Context: an optimization exercise on an open-source flow, tuned for small area. The choices shown serve that exercise and are no tape-out recipe.
Function was checked by simulation only, so behaviour that the tests miss may differ from the original.
Power and IR drop assume default switching activity.

## flow/config.mk

```make
export PLATFORM = sky130hd
export DESIGN_NAME = stopwatch
export DESIGN_NICKNAME = stopwatch
export VERILOG_FILES = /design/flow/design.v
export SDC_FILE = /design/flow/constraint.sdc
export NUM_CORES = 4
export LEC_CHECK = 0
export CAP_MARGIN = 20
export CORE_MARGIN = 2
export CORE_UTILIZATION = 40
export SLEW_MARGIN = 20
```

## flow/constraint.sdc

```tcl
create_clock -name core_clock -period 10.0 [get_ports {clk}]
set_input_delay 2.0000 -clock core_clock [delete_from_list [all_inputs] [get_ports {clk}]]
set_output_delay 2.0000 -clock core_clock [all_outputs]
set_load 0.01 [all_outputs]
```

## flow/design.v

```verilog
module fsm
(
    input clk, reset,
    input start,
    input pfinish,
    input stop,
	output logic enable,
    output logic sresult,
    output logic rview,
    output logic [3:0] num,
    output logic [3:0] cnt
);
	typedef enum int unsigned {IDLE,
							   START,
                               VIEW,
                               NVIEW,
							   XXX} state_e;
	state_e state, next;
    always_ff @(posedge clk, posedge reset)
        if (reset)
            state <= IDLE;
        else
            state <= next;
    always_comb
    begin
        next = XXX;
        case (state)
            IDLE:       if (start)      next = START;
                        else            next = IDLE;
            START:      if ((pfinish && (num == 4'd9)) || stop)
                                        next = VIEW;
                        else            next = START;
            VIEW:       if (pfinish || stop)
                                        next = NVIEW;
                        else            next = VIEW;
            NVIEW:                      next = VIEW;
            default:                    next = XXX;
        endcase
    end
    always_ff @(posedge clk, posedge reset)
        if (reset)
        begin
            enable <= '0;
            sresult <= '0;
            rview <= '0;
            num <= '0;
            cnt <= '0;
        end
        else
        begin
			enable <= '0;
            sresult <= '0;
            rview <= '0;
			case (next)
				IDLE:		if (start)		    enable <= '1;
				START:		if (pfinish && num < 4'd9)
                                            begin
                                                sresult <= '1;
                                                cnt <= num;
								                num <= num + 1'b1;
                                                enable <= '1;
                                            end
                            else                enable <= '1;
                VIEW:       if ((state == START) && ((pfinish && num == 4'd9) || stop))
                                            begin
                                                sresult <= '1;
                                                cnt <= num;
                                                num <= num + 1'b1;
                                                rview <= '1;
                                            end
                            else                rview <= '1;
                NVIEW:      if (pfinish)    begin
                                                if (cnt == num - 1'b1)
                                                    cnt <= '0;
                                                else
                                                    cnt <= cnt + 1'b1;
                                                rview <= '1;
                                            end
                            else if (stop)  begin
                                                if (cnt == '0)
                                                    cnt <= num - 1'b1;
                                                else
                                                    cnt <= cnt - 1'b1;
                                                rview <= '1;
                                            end
			endcase
		end
endmodule
module counter
#(
	parameter MAX_VAL = 4'd9
)
(
	input logic clk,
	input logic inc_cnt,
	input logic reset,
	input logic enable,
	output logic [3:0] cnt,
	output logic cout
);
	assign cout = enable && inc_cnt && (cnt == MAX_VAL);
	always_ff @(posedge clk, posedge reset)
		if (reset)
			cnt <= '0;
		else
			if (enable && inc_cnt)
				if (cnt == MAX_VAL)
					cnt <= '0;
				else
					cnt <= cnt + 1'b1;
endmodule
module counters
(
	input logic clk,
	input logic tick,
	input logic reset,
	input logic enable,
	output logic [23:0] data
);
	logic cout0, cout1, cout2, cout3, cout4, cout5;
	counter dc0 (.clk(clk), .inc_cnt(tick), .reset(reset), .enable(enable), .cnt(data[3:0]), .cout(cout0));
	counter dc1 (.clk(clk), .inc_cnt(cout0), .reset(reset), .enable(enable), .cnt(data[7:4]), .cout(cout1));
	counter dc2 (.clk(clk), .inc_cnt(cout1), .reset(reset), .enable(enable), .cnt(data[11:8]), .cout(cout2));
	counter #(.MAX_VAL(4'd5)) dc3 (.clk(clk), .inc_cnt(cout2), .reset(reset), .enable(enable), .cnt(data[15:12]), .cout(cout3));
    counter dc4 (.clk(clk), .inc_cnt(cout3), .reset(reset), .enable(enable), .cnt(data[19:16]), .cout(cout4));
    counter #(.MAX_VAL(4'd5)) dc5 (.clk(clk), .inc_cnt(cout4), .reset(reset), .enable(enable), .cnt(data[23:20]), .cout(cout5));
endmodule
module clk_div
(
	input logic clk, reset, enable,
	output logic clk_10ms
);
	localparam T10MS = 19'd9;
	logic [18:0] cnt;
	always_ff @(posedge clk, posedge reset)
        if (reset)
            begin
				cnt <= '0;
				clk_10ms <= '0;
			end
        else
            if (enable)
                if (cnt == T10MS)
                    begin
                        cnt <= '0;
                        clk_10ms <= '1;
                    end
                else
                    begin
                        cnt <= cnt + 1'b1;
                        clk_10ms <= '0;
                    end
endmodule
module blinkgen
(
    input clk,
    input reset,
    output logic blink
);
    logic [7:0] cnt;
    always_ff @(posedge clk, posedge reset)
        if (reset)
            cnt <= '0;
        else
            cnt <= cnt + 1'b1;
    assign blink = cnt[7];
endmodule
module res_mem
(
    input clk,
    input [3:0] addr,
    input [23:0] wrdata,
    input we,
    output [23:0] rddata
);
    logic [23:0] data [0:9];
    always_ff @(posedge clk)
        if (we)
            data[addr] <= wrdata;
    assign rddata = we ? wrdata : data[addr];
endmodule
module view_led
(
    input [3:0] num, cnt,
    input blink,
    input rview,
    output logic [9:0] led
);
    genvar i;
    generate
        for (i = 0; i < 10; i++)
        begin: ledassign
            assign led[i] = num > i ? (rview && (cnt == i) ? blink : '1) : '0;
        end
    endgenerate
endmodule
module dig2seg
(
	input logic [3:0] dig,
	output logic [6:0] seg
);
	always_comb
		begin
			case (dig)
				4'd0: seg[6:0] = ~7'b0111111;
				4'd1: seg[6:0] = ~7'b0000110;
				4'd2: seg[6:0] = ~7'b1011011;
				4'd3: seg[6:0] = ~7'b1001111;
				4'd4: seg[6:0] = ~7'b1100110;
				4'd5: seg[6:0] = ~7'b1101101;
				4'd6: seg[6:0] = ~7'b1111101;
				4'd7: seg[6:0] = ~7'b0000111;
				4'd8: seg[6:0] = ~7'b1111111;
				4'd9: seg[6:0] = ~7'b1101111;
				default: seg[6:0] = 7'h7F;
			endcase
		end
endmodule
module display
(
	input logic [23:0] data,
	output logic [6:0] hex0,
    output logic [6:0] hex1,
    output logic [6:0] hex2,
    output logic [6:0] hex3,
    output logic [6:0] hex4,
    output logic [6:0] hex5
);
	dig2seg ds1 (.dig(data[3:0]), .seg(hex0));
    dig2seg ds2 (.dig(data[7:4]), .seg(hex1));
    dig2seg ds3 (.dig(data[11:8]), .seg(hex2));
    dig2seg ds4 (.dig(data[15:12]), .seg(hex3));
    dig2seg ds5 (.dig(data[19:16]), .seg(hex4));
    dig2seg ds6 (.dig(data[23:20]), .seg(hex5));
endmodule
module stopwatch
(
    input clk,
    input reset,
    input start,
    input pfinish,
    input stop,
    output [6:0] hex0,
    output [6:0] hex1,
    output [6:0] hex2,
    output [6:0] hex3,
    output [6:0] hex4,
    output [6:0] hex5,
    output [9:0] led
);
    logic enable, sresult, chview, rview;
    logic pfinish_ff, stop_ff, blink;
    logic [3:0] num, cnt;
    logic clk_10ms;
    logic [23:0] data;
    logic [23:0] res_data;
    logic [23:0] disp_data;
    always_ff @(posedge clk)
    begin
        pfinish_ff <= pfinish;
        stop_ff <= stop;
    end
    fsm fsm
    (
        .clk(clk),
        .reset(reset),
        .start(start),
        .pfinish(pfinish & ~pfinish_ff),
        .stop(stop & ~stop_ff),
        .enable(enable),
        .sresult(sresult),
        .rview(rview),
        .num(num),
        .cnt(cnt)
    );
    blinkgen bl (.clk(clk), .reset(reset), .blink(blink));
    view_led vl (.num(num), .cnt(cnt), .blink(blink), .rview(rview), .led(led));
    clk_div cdiv (.clk(clk), .reset(reset), .enable(enable), .clk_10ms(clk_10ms));
    counters c (.clk(clk), .tick(clk_10ms), .reset(reset), .enable(enable), .data(data));
    display d (.data(disp_data), .hex0(hex0), .hex1(hex1), .hex2(hex2), .hex3(hex3), .hex4(hex4), .hex5(hex5));
    res_mem rm (.clk(clk), .addr(cnt), .wrdata(data), .we(sresult), .rddata(res_data));
    assign disp_data = rview ? res_data : data;
endmodule
```

## flow/run.sh

```bash
#!/bin/bash
# synth_recipe.tcl (not shown) runs the flow's synth.tcl, then flattens the netlist and writes it again
# the make line also repeats each setting of config.mk as NAME=value (left out here)
make -C /OpenROAD-flow-scripts/flow DESIGN_CONFIG=/design/flow/config.mk WORK_HOME=/design/flow/orfs CLKGATE_MAP_FILE= SYNTH_SCRIPT=/design/flow/synth_recipe.tcl finish
```

==> summary.txt <==
## where the power goes
part | internal (mW) | switching, mW | leakage (nW)
registers | 1.40 | 0.111 | 2.64
logic | 0.939 | 1.07 | 2.62
clock network | 0.711 | 0.480 | 0.519
## stage by stage
step | cell area [um^2] | instances | worst slack, ns | total power, mW | utilization, %
2_1_floorplan | 14600 | 1039 | 5.54 | 2.87 | -
3_3_place_gp | 15600 | 1530 | 3.99 | 3.55 | 43.6
3_5_place_dp | 15600 | 1530 | 3.96 | 3.57 | 43.6
4_1_cts | 16700 | 1591 | 3.42 | 4.76 | 46.6
5_1_grt | 16700 | 1591 | 3.19 | 5.00 | 46.6
6_report | 16700 | 1591 | 3.47 | 4.72 | 46.6
## sequential cells by signal, summed over array words and instances, names as in the netlist
name           cells
rm.data          240
fsm.cnt            4
c.dc5.cnt          4
fsm.num            4
bl.cnt             8
cdiv.cnt          19
c.dc1.cnt          4
c.dc3.cnt          4
pfinish_ff         1
cdiv.clk_10ms      1
c.dc2.cnt          4
c.dc4.cnt          4
stop_ff            1
fsm.sresult        1
fsm.enable         1
fsm.rview          1
fsm.state          3
c.dc0.cnt          4
## cell families after synthesis
| logic type | share of synthesized area, % |
|---|---|
| AOI/OAI and AO/OA | 8.53 |
| xor gates and xnor gates | 2.89 |
| adders and majority gates | 3.61 |
| buffers and inverters | 3.04 |
| DFF | 61.1 |
| muxes | 12.5 |
| and+or+nand+nor | 8.40 |
## metal layers
metal  track usage [%]  wire length (um)  up-vias  part of all wire (%)
li1                  -                 -     4033                     -
met1              22.8             14200     4350                    44
met2              29.3             15900      186                    50
met3              2.45              1390       38                   4.3
met4              3.51               488        0                   1.5
met5                 0                 0        -                     0
## worst paths after layout
path / end / slack [ns] / depth (start not counted)
min in group asynchronous: bl.cnt[3] / 2.12 / 3
min reg2reg: bl.cnt[0] / 0.47 / 1
min: bl.cnt[0] / 0.47 / 1
max in group asynchronous: fsm.cnt[1] / 7.21 / 3
max reg2reg: fsm.cnt[0] / 6.30 / 9
max: hex1[4] / 3.47 / 10
## layout by cell type, fill, tap and decap left out, drive strengths merged, types with 11 or more instances in the layout
cell | Yosys | routed
nand3 | 14 | 14
and3 | 12 | 12
nand4 | 12 | 12
inv | 42 | 43
nor3 | 11 | 11
xnor2 | 31 | 31
nand2b | 16 | 16
nand2 | 61 | 61
nor2 | 48 | 48
mux2 | 34 | 34
clkbuf | 14 | 53
a221oi | 15 | 15
xor2 | 17 | 17
nor2b | 12 | 12
mux2i | 116 | 116
buf | 31 | 19
a21oi | 39 | 39
edfxtp | 240 | 240
o21ai | 42 | 42
clkdlybuf4s50 | 0 | 56
ha | 42 | 42
mux4 | 12 | 12
dfrtp | 66 | 66
## final cells by class
type	instances	share of cell area, %
Clock inverter	8	0.466
Clock buffer	53	5.96
Timing Repair Buffer	75	4.22
Multi-Input combinational cell	643	31.5
Sequential cell	308	53.4
Inverter	43	0.969
Tap cell	461	3.46
==> results.toml <==
[critical_path]
worstSetupEndpointType = "output pin"
cp_top_family = "buffers and inverters"
crit_chain = "buf_4, mux2_2, nand2_1, o21ai_0, o31ai_2, inv_2, ha_1, mux2_1, mux2i_1, clkdlybuf4s50_1"
start_kind = "flip-flop"
critPathArrivalTime_ns = 4.53
slowest_stage = "dfrtp_4"
cp-startpoint = "fsm.cnt[1]"
worstSetupPathType = "flip-flop to output pin"
r2r-start = "fsm.cnt[1]"
path_max_fanout = 48
required_ns = 8.00
crit_buf_inv = 3
critical_path.max_stage_delay_ns = 0.98

[layout]
nets = 1152
antennaDiodeCount = 0
fill_cells = 3202
multi_input_area_mm2 = 0.00524
drive_above_1_share_pct = 13.3
final-seq-area_mm2 = 0.00890
areaGrowthSynthToFinish_pct = 14.4

[global_routing]
grt.overflow.total = 0
antenna_found_initial = 1
grt_usage_pct = 16.9
grt_max_degree = 67
grt_pass1_vias = 8594
grt_pass1_wl_mm = 49.9

[timing]
hold_viol = 0
rsz0062_at_grt = "no"
finalSetupViolCount = 0
finalSetupTns_ns = 0
slew_viol_final = 0
final.min_clock_period_ns = 6.53
skew_ns = 0.0102
worstMarginPinSlew_ns = 0.930
post-route-period-util_pct = 65.3
fmax_mhz = 153
fin_hold_ws_ns = 0.470
relSlewSlack_pct = 38.0

[die]
core_mm2 = 0.0357
io_pins = 57
fp-row-count = 69
die_h_um = 195
die-area_mm2 = 0.0380
start_util_pct = 40.8
die_x_um = 195

[placement]
gp_congestion = 0.800
place_hpwl_mm = 18.8
portBuffers = 56

[drt]
ant_nets = 0
vias_per_cell = 5.41
drt_first_pass_iters = 5
routedWlPerCell_um = 20.1
drt-total-wl_mm = 32.0
drtIter0Drc = 547
dr_total_vias = 8607
drcViolationCount = 0

[run_status]
status = "no timing/DRC/antenna violations"

[synthesis]
synth_top_area_share_pct = 49.5
yosysMostFrequentCell = "edfxtp_1"
seq_area_frac_synth_pct = 61.1
synth-seq-cells = 308
synth_area_mm2 = 0.0146
syn-num-nets = 1086
ys_types = 79
synthTopCellsByArea = "edfxtp_1 (49%), dfrtp_1 (11%), mux2i_1 (8.0%)"
synth_top_area_cell = "edfxtp_1"
synthArstFlopShare_pct = 21.4
yosys_warnings = 8
syn_avg_cell_area_um2 = 14.0
synth_edf_count = 240
synth_top_flop_cell = "edfxtp_1"
synth_cells = 1039
synthTopCellsByCount = "edfxtp_1 (240), mux2i_1 (116), dfrtp_1 (66)"

[clocking]
clkTransAtPathRegs_ns = 0.06
cts_buffers = 34
cts-root-buf = "clkbuf_16"
cts_buffer_depth = 3
htreeDepth = 2
clock_sinks = 308
clk_latency_ns = 0.50
ctsHoldBuffers = 0
cts_setup_buffers = 0
postCtsResizedCells = 0
cts_tree = "done"

[pwr]
irDropWorstVdd_uv = 168
leakagePower_nw = 5.78
p_per_area_mw_per_mm2 = 283

[min_path]
min_path_type = "flip-flop to flip-flop"
hold_path_startpoint = "bl.cnt[0]"

[job]
cap_violations = 0

[separate check: timing with driven ports]
The flow's constraints put no driver on any port. The routed layout listed below was extracted and timed again, unchanged, in two steps. Step 1: set_driving_cell puts a clkbuf_16 on clk and a buf_2 on each other input, an assumption about the parent block. Step 2, shift: input delay + t, output delay - t, t = (earliest + latest rising clock arrival at the registers) / 2. This alone moves slack from input paths to output paths. a / b / c = ideal / step 1 / step 2; a / b = the first two.
shift t [ns]: 0.537
slack for setup (ns): 3.466 / 3.420 / 3.957
pins driven straight from the clock port: 1
After both steps setup and hold are still met in this run. The setup slack of this run moves by -0.046 ns with the drivers and by +0.491 ns with both steps.
